Source: an optimization exercise on an open RTL-to-GDS flow (aim: small area and a short achievable clock period). Production flows keep margins and buffers that such runs may drop. At most, simulation tests tie the RTL to the original design; equivalence was not proved.

==> try-lagoon: inputs <==
==> flow/design.v <==
module izhneuron_verilog(clk, rst, en, WE, Addr, AER_BUS, Weight, spike_out);
input wire clk;
input wire rst;
input wire en;
input wire WE;
input wire [3:0] Addr;
input wire [3:0] AER_BUS;
input wire [10:0] Weight;
output wire spike_out;
reg [10:0] mem0, mem1, mem2, mem3;
reg [10:0] wout, acc, I;
reg signed [13:0] u, v;
wire [10:0] sum = acc + wout;
wire [10:0] I_next = en ? sum : I;
reg [10:0] rd;
always @(*) begin
	case (AER_BUS[1:0])
		2'd0: rd = mem0;
		2'd1: rd = mem1;
		2'd2: rd = mem2;
		default: rd = mem3;
	endcase
end
wire signed [27:0] sq = v * v;
wire signed [17:0] sqh = sq[25:8];
wire signed [17:0] B = sqh + 18'sd6 * v + 18'sd1400;
wire signed [10:0] Is = I;
wire signed [10:0] Ins = I_next;
wire signed [17:0] W = B - u + Is;
wire spk = W > 18'sd300;
assign spike_out = !rst && spk;
wire signed [13:0] u0 = u + (((v >>> 2) - u) >>> 6);
wire signed [13:0] u_next = spk ? u0 + 14'sd80 : u0;
wire signed [17:0] Wn = B - u_next + Ins;
wire signed [13:0] v_next = (Wn > 18'sd300) ? -14'sd650 : Wn[13:0];
always @(posedge clk) begin
	if (rst) begin
		mem0 <= 0; mem1 <= 0; mem2 <= 0; mem3 <= 0;
		wout <= 0; acc <= 0; I <= 0;
		u <= 14'sd80; v <= -14'sd650;
	end else begin
		if (WE && Addr[3:2] == 2'b00) begin
			case (Addr[1:0])
				2'd0: mem0 <= Weight;
				2'd1: mem1 <= Weight;
				2'd2: mem2 <= Weight;
				default: mem3 <= Weight;
			endcase
		end
		if (!WE) wout <= (AER_BUS[3:2] == 2'b00) ? rd : 11'd0;
		acc <= en ? 11'd0 : sum;
		I <= I_next;
		u <= u_next;
		v <= v_next;
	end
end
endmodule
==> flow/run.sh <==
#!/bin/bash
# synth_recipe.tcl (not shown) runs the flow's synth.tcl, then flattens the netlist and writes it again
# the make line also repeats each setting of config.mk as NAME=value (left out here)
make -C /OpenROAD-flow-scripts/flow DESIGN_CONFIG=/design/flow/config.mk WORK_HOME=/design/flow/orfs CLKGATE_MAP_FILE= SYNTH_SCRIPT=/design/flow/synth_recipe.tcl finish
==> flow/config.mk <==
export PLATFORM = sky130hd
export DESIGN_NAME = izhneuron_verilog
export DESIGN_NICKNAME = izhneuron_verilog
export VERILOG_FILES = /design/flow/design.v
export SDC_FILE = /design/flow/constraint.sdc
export NUM_CORES = 4
export LEC_CHECK = 0
export CAP_MARGIN = 20
export CORE_MARGIN = 2
export CORE_UTILIZATION = 40
export SLEW_MARGIN = 20
==> flow/constraint.sdc <==
create_clock -name core_clock -period 21.0 [get_ports {clk}]
set_input_delay 4.2000 -clock core_clock [delete_from_list [all_inputs] [get_ports {clk}]]
set_output_delay 4.2000 -clock core_clock [all_outputs]
set_load 0.01 [all_outputs]
==> inputs of try-violet, as changes to try-lagoon <==
==> flow/design.v (replaced) <==
module RAM(clk, rst, we, syn_addr, AER_bus, syn_weight, weight_out);
	parameter N_NEURONS=4;				 
	input we, rst, clk;					 
	input [3:0] AER_bus, syn_addr;	 
	input [10:0] syn_weight;			 
	output reg [10:0] weight_out;			 
	reg [10:0] memory [N_NEURONS-1:0];
	integer i;
	always @ (posedge clk) begin
					if (rst) begin
							weight_out <= 11'b00000000000;
							for (i=0; i<N_NEURONS; i= i+1)begin				 
								memory[i] <= 11'b00000000000;
							end
					end
					else begin
						if(we) begin
							if(syn_addr < N_NEURONS)				 
								memory[syn_addr] <= syn_weight;
						end
						else
							weight_out <= (AER_bus < N_NEURONS) ? memory[AER_bus] : 11'b00000000000;	 
					end
	end
endmodule 
module input_align(clk, rst, en, synaptic_in, out, out_next);
input en, rst, clk;
input [10:0] synaptic_in;
output reg [10:0] out;
output reg [10:0] out_next;			 
reg [10:0] intermediate;
reg [10:0] sum;
always @(*) begin
	sum = intermediate + synaptic_in;
	if(rst)
		out_next = 11'b00000000000;
	else if(en)
		out_next = sum;  
	else
		out_next = out;
end
always @ (posedge clk) begin
	out <= out_next;
	if(rst || en)
		intermediate <= 11'b00000000000;
	else
		intermediate <= sum;
end
endmodule 
module store(clk, rst, in, out);
input clk, rst;
input [31:0] in;
output integer out;
always @ (posedge clk) begin
	out <= in;
end
endmodule
module neg_store(clk, rst, in, out);
input clk, rst;
input [31:0] in;
output integer out;
always @ (posedge clk) begin
	out <= in;
end
endmodule
module u_equation(rst, clk, v, u, spike, u_out);  
parameter d = 80;
input clk, rst;
input signed [31:0] v, u;
input wire spike;
output integer u_out;
integer intermediate;
always@(*) begin
	intermediate = (((v>>>2) - u)>>>6) + u;
	if(rst)
		u_out = d;
	else begin
		if(spike) 
			u_out = intermediate+d;
		else 
			u_out = intermediate;
	end
end
endmodule
module v_equation(clk, rst, v, u, I, u_next, I_next, v_out, spike);
parameter threshold = 300;
parameter c = -650;
input signed [31:0] v, u, u_next;
input signed [10:0] I, I_next;
input rst, clk;
output integer v_out;
output reg spike;
integer base;
integer intermediate;
integer intermediate_next;
always@(*) begin
	base = ((v*v)>>>8) + (v<<<1) + (v<<<2) + 1400;
	intermediate = base - u + I;
	if(rst)
		spike = 1'b0;
	else if(intermediate > threshold) 
		spike = 1'b1;
	else 
		spike = 1'b0;
	intermediate_next = base - u_next + I_next;
	if(rst)
		v_out = c;
	else if(intermediate_next > threshold)
		v_out = c;
	else
		v_out = intermediate_next;
end
endmodule
module izhneuron_verilog(
	clk,
	rst,
	en,
	WE,
	Addr,
	AER_BUS,
	Weight,
	spike_out
);
input wire	clk;
input wire	rst;
input wire	en;
input wire	WE;
input wire	[3:0] Addr;
input wire	[3:0] AER_BUS;
input wire	[10:0] Weight;
output wire	spike_out;
wire	SYNTHESIZED_WIRE_0;
wire	[31:0] SYNTHESIZED_WIRE_9;
wire	[31:0] SYNTHESIZED_WIRE_10;
wire	[31:0] SYNTHESIZED_WIRE_3;
wire	[31:0] SYNTHESIZED_WIRE_4;
wire	[10:0] SYNTHESIZED_WIRE_5;
wire	[10:0] SYNTHESIZED_WIRE_6;
wire	[10:0] SYNTHESIZED_WIRE_7;
assign	spike_out = SYNTHESIZED_WIRE_0;
u_equation	b2v_inst(
	.rst(rst),
	.clk(clk),
	.spike(SYNTHESIZED_WIRE_0),
	.u(SYNTHESIZED_WIRE_9),
	.v(SYNTHESIZED_WIRE_10),
	.u_out(SYNTHESIZED_WIRE_3));
	defparam	b2v_inst.d = 80;
store	b2v_inst2(
	.rst(rst),
	.clk(clk),
	.in(SYNTHESIZED_WIRE_3),
	.out(SYNTHESIZED_WIRE_9));
neg_store	b2v_inst3(
	.rst(rst),
	.clk(clk),
	.in(SYNTHESIZED_WIRE_4),
	.out(SYNTHESIZED_WIRE_10));
input_align	b2v_inst4(
	.clk(clk),
	.rst(rst),
	.en(en),
	.synaptic_in(SYNTHESIZED_WIRE_5),
	.out(SYNTHESIZED_WIRE_6),
	.out_next(SYNTHESIZED_WIRE_7));
RAM	b2v_inst5(
	.clk(clk),
	.rst(rst),
	.we(WE),
	.AER_bus(AER_BUS),
	.syn_addr(Addr),
	.syn_weight(Weight),
	.weight_out(SYNTHESIZED_WIRE_5));
	defparam	b2v_inst5.N_NEURONS = 4;
v_equation	b2v_inst6(
	.clk(clk),
	.rst(rst),
	.I(SYNTHESIZED_WIRE_6),
	.u(SYNTHESIZED_WIRE_9),
	.v(SYNTHESIZED_WIRE_10),
	.u_next(SYNTHESIZED_WIRE_3),
	.I_next(SYNTHESIZED_WIRE_7),
	.spike(SYNTHESIZED_WIRE_0),
	.v_out(SYNTHESIZED_WIRE_4));
	defparam	b2v_inst6.c = -650;
	defparam	b2v_inst6.threshold = 300;
endmodule
==> summary of the runs <==
try-lagoon finished clean. try-violet produced a clean layout. Of try-violet and try-lagoon, try-lagoon has the higher clock skew (gap 0.0028 ns). Between try-lagoon and try-violet, the lower sequential share of layout area is in try-violet (gap 2.2 points). Against try-lagoon, the critical path depth of try-violet is higher by 10. Design area: try-lagoon is smaller than try-violet (about 47%). Of try-lagoon and try-violet, try-lagoon has the higher register-to-register slack (gap 4.3 ns). Die area: try-lagoon is lower than try-violet (47%). In try-violet the clock-buffer cell count is higher than in try-lagoon, by 8. Of try-violet and try-lagoon, try-lagoon has the higher core utilization (gap 0.090 points). Worst setup slack: try-lagoon is better than try-violet (3.9 ns). In try-lagoon the worst hold slack is worse than in try-violet, by 0.035 ns. Between try-violet and try-lagoon, the lower maximum frequency is in try-violet (gap about 20%, measured against try-lagoon).

========
==> run a <==
Another version of the RTL of izhneuron_verilog (not shown whole).
==> flow/config.mk <==
export PLATFORM = sky130hd
export DESIGN_NAME = izhneuron_verilog
export DESIGN_NICKNAME = izhneuron_verilog
export VERILOG_FILES = /design/flow/design.v
export SDC_FILE = /design/flow/constraint.sdc
export NUM_CORES = 4
export LEC_CHECK = 0
export CAP_MARGIN = 20
export CORE_MARGIN = 2
export CORE_UTILIZATION = 40
export SLEW_MARGIN = 20
==> flow/constraint.sdc <==
create_clock -name core_clock -period 21.0 [get_ports {clk}]
set_input_delay 4.2000 -clock core_clock [delete_from_list [all_inputs] [get_ports {clk}]]
set_output_delay 4.2000 -clock core_clock [all_outputs]
set_load 0.01 [all_outputs]
run.sh (not shown) runs the stock make flow with config.mk's settings and CLKGATE_MAP_FILE= SYNTH_SCRIPT=/design/flow/synth_recipe.tcl, a recipe that flattens the netlist after the stock synthesis.
==> run b: changes against run a <==
--- a/flow/design.v
+++ b/flow/design.v
@@ -556,17 +556,16 @@
 assign y0[12] = x407 ^ G455;
 assign y0[13] = x410 ^ G457;
 wire signed [13:0] ts = t;
 wire f = ts < -14'sd1285;               
 wire spk = f | ~wsn;
 assign spike_out = ~rst & spk;
-wire [13:0] y1 = y0 - 14'd80;
-wire g0 = ~y0[13] & (y0[12:0] > 13'd1068);
-wire g1 = ~y0[13] & (y0[12:0] > 13'd1148);
-wire [13:0] u_next = spk ? u0 + 14'd80 : u0;
-wire [13:0] t_next = (f | (spk ? g1 : g0)) ? 14'd118 : (spk ? y1 : y0);
+wire [13:0] y = y0 + {spk, spk, spk, spk, spk, spk, spk, 1'b0, spk, spk, 4'b0000};    
+wire g = ~y[13] & (y[12:0] > 13'd1068);
+wire [13:0] u_next = u0 + {7'b0, spk, 1'b0, spk, 4'b0000};                           
+wire [13:0] t_next = (f | g) ? 14'd118 : y;
 always @(posedge clk) begin
 	if (WE && Addr[3:2] == 2'b00) begin
 		case (Addr[1:0])
 			2'd0: mem0 <= Weight;
 			2'd1: mem1 <= Weight;
 			2'd2: mem2 <= Weight;
==> flow/flow/run.sh (new file) <==
#!/bin/bash
cp standard.sh standard.sh.log
export SETUP_SLACK_MARGIN=${FLOW_SETUP_MARGIN:-11}
export BUFFER_PORTS_ARGS="-buffer_cell sky130_fd_sc_hd__buf_2"
bash standard.sh > standard.log 2>&1
==> flow/standard.sh (new file) <==
#!/bin/bash
# synth_recipe.tcl (not shown) runs the flow's synth.tcl, then flattens the netlist and writes it again
# the make line also repeats each setting of config.mk as NAME=value (left out here)
make -C /OpenROAD-flow-scripts/flow DESIGN_CONFIG=/design/flow/config.mk WORK_HOME=/design/flow/orfs CLKGATE_MAP_FILE= SYNTH_SCRIPT=/design/flow/synth_recipe.tcl "${@:-finish}"
removed: flow/run.sh
==> run notes <==
metric                                                         run b           run a
Final cell utilization of the core                            0.4456          0.4390
Chip Height                                                 165.4 um        165.9 um
Inverters                                                        155             163
Fill cells                                                      2459            2430
Hold path endpoint                                          valid[0]        valid[1]
Slowest cell delay on critical path                          0.58 ns         0.68 ns
Pin count of the biggest net entering global routing              46              45
Multi-input logic area                                0.007342 sq mm  0.007174 sq mm
Hold wc startpoint                                          valid[0]        valid[1]
GP Congestion                                                 0.9158          0.8773
Outcome                             no timing/DRC/antenna violations  no timing/DRC/antenna violations
Met1 GRT Util                                                 0.2433          0.2505
Unrepaired setup endpoints after global routing                  yes              no
Area taken by flip-flops and latches                  0.002636 sq mm  0.002623 sq mm
No functional check of the RTL was part of run b.

========
==> v28: inputs <==
Another version of the RTL of izhneuron_verilog (not shown whole).
clock: 21.0 ns
lec_check: 0
cap_margin: 20
core_margin: 2
core_utilization: 40
slew_margin: 20
standard.sh (not shown) runs the stock make flow with config.mk's settings and CLKGATE_MAP_FILE= SYNTH_SCRIPT=/design/flow/synth_recipe.tcl, a recipe that flattens the netlist after the stock synthesis.
==> flow/flow/run.sh <==
#!/bin/bash
set -e
cp standard.sh standard.sh.log
export SETUP_SLACK_MARGIN=${FLOW_SETUP_MARGIN:-11.5}
export BUFFER_PORTS_ARGS="-buffer_cell sky130_fd_sc_hd__buf_2"
bash standard.sh synth > synth.log 2>&1
R=orfs/results/sky130hd/izhneuron_verilog/base
cp $R/1_2_yosys.v yosys_netlist_before_polar.v.log
python3 flow/polar.py $R/1_2_yosys.v $R/1_2_yosys.polar.v > polar.log 2>&1
mv $R/1_2_yosys.polar.v $R/1_2_yosys.v
rm -f $R/1_synth.odb
bash standard.sh > standard.log 2>&1
Other scripts of this flow, unchanged in this note and not shown: flow/flow/polar.py
==> v7: changes against v28 <==
--- a/flow/flow/run.sh
+++ b/flow/flow/run.sh
@@ -3,3 +3,3 @@
 cp standard.sh standard.sh.log
-export SETUP_SLACK_MARGIN=${FLOW_SETUP_MARGIN:-11.5}
+export SETUP_SLACK_MARGIN=${FLOW_SETUP_MARGIN:-12}
 export BUFFER_PORTS_ARGS="-buffer_cell sky130_fd_sc_hd__buf_2"
==> run notes <==
item                                                                             v7             v28
Share of final-layout standard cells stronger than drive strength 1           12.1%           7.68%
Met1 Usage GRT                                                                25.1%           25.7%
Wire length on met3                                                          493 um          490 um
Buf+Inv Stages, Crit Path                                                         3               2
Arrival @ worst endpoint                                                    4.78 ns         5.10 ns
GR met3 Demand/Resource                                                       1.75%           2.31%
Length of routed met2 wiring                                                9.09 mm         9.16 mm
Instance area after placement                                              9650 um2        9630 um2
GP Congestion                                                                 0.836           0.837
Portion of the layout cell area used by non-clock buffers                     2.98%           1.38%
Worst-Skew Late Latency                                                     0.37 ns         0.36 ns
Proportion of cell area occupied by registers                                 26.0%           26.5%
Fraction of met2 tracks used by global routing                                28.3%           28.0%
Dpl ws                                                                     11.83 ns        11.67 ns
Hold Slack                                                                 0.468 ns        0.473 ns
RSZ-0062 raised after global routing                                            yes              no
Storage cell area                                                          2670 um2        2640 um2
Outcome                                                              finished clean  finished clean
Final cell utilization of the core                                            45.4%           44.1%
No functional check of the RTL was part of any run of this note.

========
==> 10-28: inputs <==
Another version of the RTL of izhneuron_verilog (not shown whole).
Settings: LEC_CHECK=0, CAP_MARGIN=20, CORE_MARGIN=2, CORE_UTILIZATION=40, SLEW_MARGIN=20; clock period 21.0 ns.
==> flow/flow/run.sh <==
#!/bin/bash
set -e
cp standard.sh standard.sh.log
export SETUP_SLACK_MARGIN=${FLOW_SETUP_MARGIN:-12.3}
export BUFFER_PORTS_ARGS="-buffer_cell sky130_fd_sc_hd__buf_2"
bash standard.sh synth > synth.log 2>&1
R=orfs/results/sky130hd/izhneuron_verilog/base
cp $R/1_2_yosys.v yosys_netlist_before_polar.v.log
python3 flow/polar.py $R/1_2_yosys.v $R/1_2_yosys.polar.v > polar.log 2>&1
mv $R/1_2_yosys.polar.v $R/1_2_yosys.v
rm -f $R/1_synth.odb
bash standard.sh > standard.log 2>&1
Other scripts of this flow, unchanged in this note and not shown: flow/flow/polar.py
==> 03-10: changes against 10-28 <==
==> flow/flow/run.sh (replaced) <==
#!/bin/bash
set -e
cp standard.sh standard.sh.log
export SETUP_SLACK_MARGIN=${FLOW_SETUP_MARGIN:-12}
export BUFFER_PORTS_ARGS="-buffer_cell sky130_fd_sc_hd__buf_2"
bash standard.sh synth > synth.log 2>&1
R=orfs/results/sky130hd/izhneuron_verilog/base
cp $R/1_2_yosys.v yosys_netlist_before_polar.v.log
python3 flow/polar.py $R/1_2_yosys.v $R/1_2_yosys.polar.v > polar.log 2>&1
mv $R/1_2_yosys.polar.v $R/1_2_yosys.v
rm -f $R/1_synth.odb
bash standard.sh > standard.log 2>&1
CORE_UTILIZATION = 60   (was 40)
==> 02-07: changes against 10-28 <==
==> flow/flow/run.sh (replaced) <==
#!/bin/bash
set -e
cp standard.sh standard.sh.log
export SETUP_SLACK_MARGIN=${FLOW_SETUP_MARGIN:-12}
export BUFFER_PORTS_ARGS="-buffer_cell sky130_fd_sc_hd__buf_2"
bash standard.sh synth > synth.log 2>&1
R=orfs/results/sky130hd/izhneuron_verilog/base
cp $R/1_2_yosys.v yosys_netlist_before_polar.v.log
python3 flow/polar.py $R/1_2_yosys.v $R/1_2_yosys.polar.v > polar.log 2>&1
mv $R/1_2_yosys.polar.v $R/1_2_yosys.v
rm -f $R/1_synth.odb
bash standard.sh > standard.log 2>&1
CTS_CLUSTER_DIAMETER = 100   (was default)
CTS_CLUSTER_SIZE = 30   (was default)
==> 12-18: changes against 10-28 <==
--- a/flow/design.v
+++ b/flow/design.v
@@ -9,14 +9,14 @@
 output wire spike_out;
 reg [10:0] mem0, mem1, mem2, mem3;
 reg [3:0] valid;                  
 reg [10:0] wout, acc, I;
 reg [13:0] N, t;              
-wire sel0 = valid[0] & (AER_BUS == 4'd0);
-wire sel1 = valid[1] & (AER_BUS == 4'd1);
-wire sel2 = valid[2] & (AER_BUS == 4'd2);
-wire sel3 = valid[3] & (AER_BUS == 4'd3);
+wire sel0 = ~rst & valid[0] & (AER_BUS == 4'd0);
+wire sel1 = ~rst & valid[1] & (AER_BUS == 4'd1);
+wire sel2 = ~rst & valid[2] & (AER_BUS == 4'd2);
+wire sel3 = ~rst & valid[3] & (AER_BUS == 4'd3);
 wire [10:0] rdg = ({11{sel0}} & mem0) | ({11{sel1}} & mem1) | ({11{sel2}} & mem2) | ({11{sel3}} & mem3);
 wire sm0 = acc[0] ^ wout[0];
 wire sc0 = acc[0] & wout[0];
 wire sm1 = acc[1] ^ wout[1] ^ sc0;
 wire sc1 = (acc[1] & wout[1]) | (acc[1] & sc0) | (wout[1] & sc0);
@@ -705,29 +705,29 @@
 wire signed [13:0] ts = t;
 wire f = ts < -14'sd1285;               
 wire spk = f | ~wsn;
 assign spike_out = ~rst & spk;
 wire g = ~y[13] & (y[12:0] > 13'd1068);
-wire [13:0] t_next = (f | g) ? 14'd118 : y;
+wire [13:0] t_next = (rst | f | g) ? 14'd118 : y;    
 always @(posedge clk) begin
 	if (WE && Addr[3:2] == 2'b00) begin
 		case (Addr[1:0])
 			2'd0: mem0 <= Weight;
 			2'd1: mem1 <= Weight;
 			2'd2: mem2 <= Weight;
 			default: mem3 <= Weight;
 		endcase
 	end
+	if (rst || !WE) wout <= rdg;
+	t <= t_next;
 	if (rst) begin
 		valid <= 4'b0000;
-		wout <= 11'd0; acc <= 11'd0; I <= 11'd0;
-		N <= 14'd16112; t <= 14'd118;
+		acc <= 11'd0; I <= 11'd0;
+		N <= 14'd16112;
 	end else begin
 		if (WE && Addr[3:2] == 2'b00) valid[Addr[1:0]] <= 1'b1;
-		if (!WE) wout <= rdg;
 		acc <= en ? 11'd0 : sum;
 		I <= I_next;
 		N <= N_next;
-		t <= t_next;
 	end
 end
 endmodule
==> flow/flow/run.sh (replaced) <==
#!/bin/bash
# Standard ORFS layout of the standard synthesis, with these changes in how it is made:
#  - after synthesis, flow/polar.py re-polarises full adders (FA(~a,~b,~c) =
#    ~FA(a,b,c)) to drop inverters; the registers and the function are unchanged;
#  - the gate driving spike_out takes the reset from the reset port's buffer
#    directly, not through the reset's fan-out buffers (flow/post_grt.tcl);
set -e
cp standard.sh standard.sh.log
export SETUP_SLACK_MARGIN=${FLOW_SETUP_MARGIN:-12}
export BUFFER_PORTS_ARGS="-buffer_cell sky130_fd_sc_hd__buf_2"
# after global routing: the reset input of spike_out's gate is fed straight from
# the reset port's buffer (flow/post_grt.tcl)
export POST_GLOBAL_ROUTE_TCL=$(pwd)/flow/post_grt.tcl
bash standard.sh synth > synth.log 2>&1
R=orfs/results/sky130hd/izhneuron_verilog/base
cp $R/1_2_yosys.v yosys_netlist_before_polar.v.log
python3 flow/polar.py $R/1_2_yosys.v $R/1_2_yosys.polar.v > polar.log 2>&1
mv $R/1_2_yosys.polar.v $R/1_2_yosys.v
rm -f $R/1_synth.odb
bash standard.sh > standard.log 2>&1
==> flow/flow/post_grt.tcl (new file) <==
# Feed the reset input of the gate that drives spike_out straight from the reset
# port's input buffer, ahead of the buffers that spread the reset to the
# registers: spike_out is cleared by the reset in the same cycle, so that input
# is on the design's shortest input-to-output path.
proc my_driver_inst { net } {
  foreach it [$net getITerms] {
    if { [$it isOutputSignal] } { return [$it getInst] }
  }
  return ""
}
proc my_is_buf { inst } {
  set m [[$inst getMaster] getName]
  return [regexp {^sky130_fd_sc_hd__(buf|clkbuf)_\d+$} $m]
}
set block [ord::get_db_block]
set rstnet [$block findNet rst]
set ibuf ""
foreach it [$rstnet getITerms] {
  if { [$it isInputSignal] } { set ibuf [$it getInst] }
}
set sonet [$block findNet spike_out]
set obuf [my_driver_inst $sonet]
if { $ibuf ne "" && $obuf ne "" && [my_is_buf $ibuf] && [my_is_buf $obuf] } {
  set ibuf_net [[$ibuf findITerm X] getNet]
  set gate [my_driver_inst [[$obuf findITerm A] getNet]]
  foreach it [$gate getITerms] {
    if { ![$it isInputSignal] } { continue }
    set n [$it getNet]
    if { $n eq "NULL" || $n eq "" } { continue }
    if { [$n getName] eq [$ibuf_net getName] } { continue }
    # follow non-inverting buffers back towards the reset input buffer
    set cur $n
    set hops 0
    while { $hops < 8 } {
      set d [my_driver_inst $cur]
      if { $d eq "" || ![my_is_buf $d] } { break }
      set cur [[$d findITerm A] getNet]
      incr hops
      if { [$cur getName] eq [$ibuf_net getName] } { break }
    }
    if { $hops > 0 && [$cur getName] eq [$ibuf_net getName] } {
      puts "post_grt: [$gate getName]/[[$it getMTerm] getName] moved from [$n getName] to [$ibuf_net getName]"
      global_route -start_incremental
      $it disconnect
      $it connect $ibuf_net
      global_route -end_incremental
      write_guides $::env(RESULTS_DIR)/route.guide
    }
  }
}
==> qor summary <==
	10-28	03-10	02-07	12-18
Avg Inst Size Synth	11.2 sq um	11.2 sq um	11.2 sq um	11.7 sq um
Net count of the finished layout	1008	1012	996	975
Global-route wire length before repair	29.5 mm	28.9 mm	30.5 mm	30.8 mm
Post-Route Utilization	0.459	0.676	0.446	0.470
Non-CTS inverters	98	98	98	95
Fraction of area in clock buffers and inverters	0.0329	0.0333	0.0330	0.0343
Met3 layer wire length in the routed design	501 um	545 um	519 um	795 um
Area of the multi-input gates	5510 sq um	5420 sq um	5400 sq um	5330 sq um
Number of non-clock buffers in the layout	51	55	39	59
CP Max Fanout	6	44	2	3
TAP cells	275	180	275	270
Count of filler cells inserted in the layout	1952	1079	1978	1896
Multi-input gate share of total cell area	0.574	0.579	0.579	0.558
Result of the run	finished clean	finished clean	finished clean	finished clean
Worst clock skew	10.9 ps	5.30 ps	11.6 ps	9.19 ps
Crit-path max cell delay	560 ps	170 ps	150 ps	600 ps
Final hold slack	468 ps	477 ps	471 ps	475 ps
Via count of the first global-routing pass	5485	5584	5749	5835
Only the layout flow was run in 12-18; the RTL was not checked for function there.

-- static timing again, ports no longer ideal --
In the flow no input, the clock included, has a driving cell. The finished layouts below were timed again as built, in two steps. Step 1: set_driving_cell puts a clkbuf_16 on clk and a buf_2 on each other input, an assumption about the parent block. Step 2, shift: input delay + t, output delay - t, t = (earliest + latest rising clock arrival at the registers) / 2. This alone moves slack from input paths to output paths. a / b / c = ideal / step 1 / step 2; a / b = the first two.
run | t, ns | slack for setup (ns) | clock arrival spread, ns
try-lagoon | 0.407 | 4.699 / 4.652 / 5.060 | 0.014 / 0.015
try-violet | 0.504 | 0.839 / 0.790 / 1.294 | 0.014 / 0.013
run a | 0.396 | 10.279 / 10.237 / 10.633 | 0.011 / 0.011
run b | 0.402 | 11.180 / 11.137 / 11.083 | 0.015 / 0.015
v28 | 0.398 | 11.696 / 11.672 / 11.672 | 0.010 / 0.011
v7 | 0.404 | 12.016 / 11.996 / 11.996 | 0.011 / 0.012
10-28 | 0.383 | 12.124 / 12.083 / 12.145 | 0.012 / 0.012
03-10 | 0.380 | 12.034 / 12.016 / 12.016 | 0.006 / 0.006
02-07 | 0.395 | 12.183 / 12.162 / 12.089 | 0.012 / 0.012
12-18 | 0.399 | 12.041 / 11.996 / 11.996 | 0.012 / 0.011
After both steps setup and hold are still met in every run listed. For run b, which loses most, drivers alone change the setup slack by -0.043 ns; drivers and shift together by -0.097 ns.
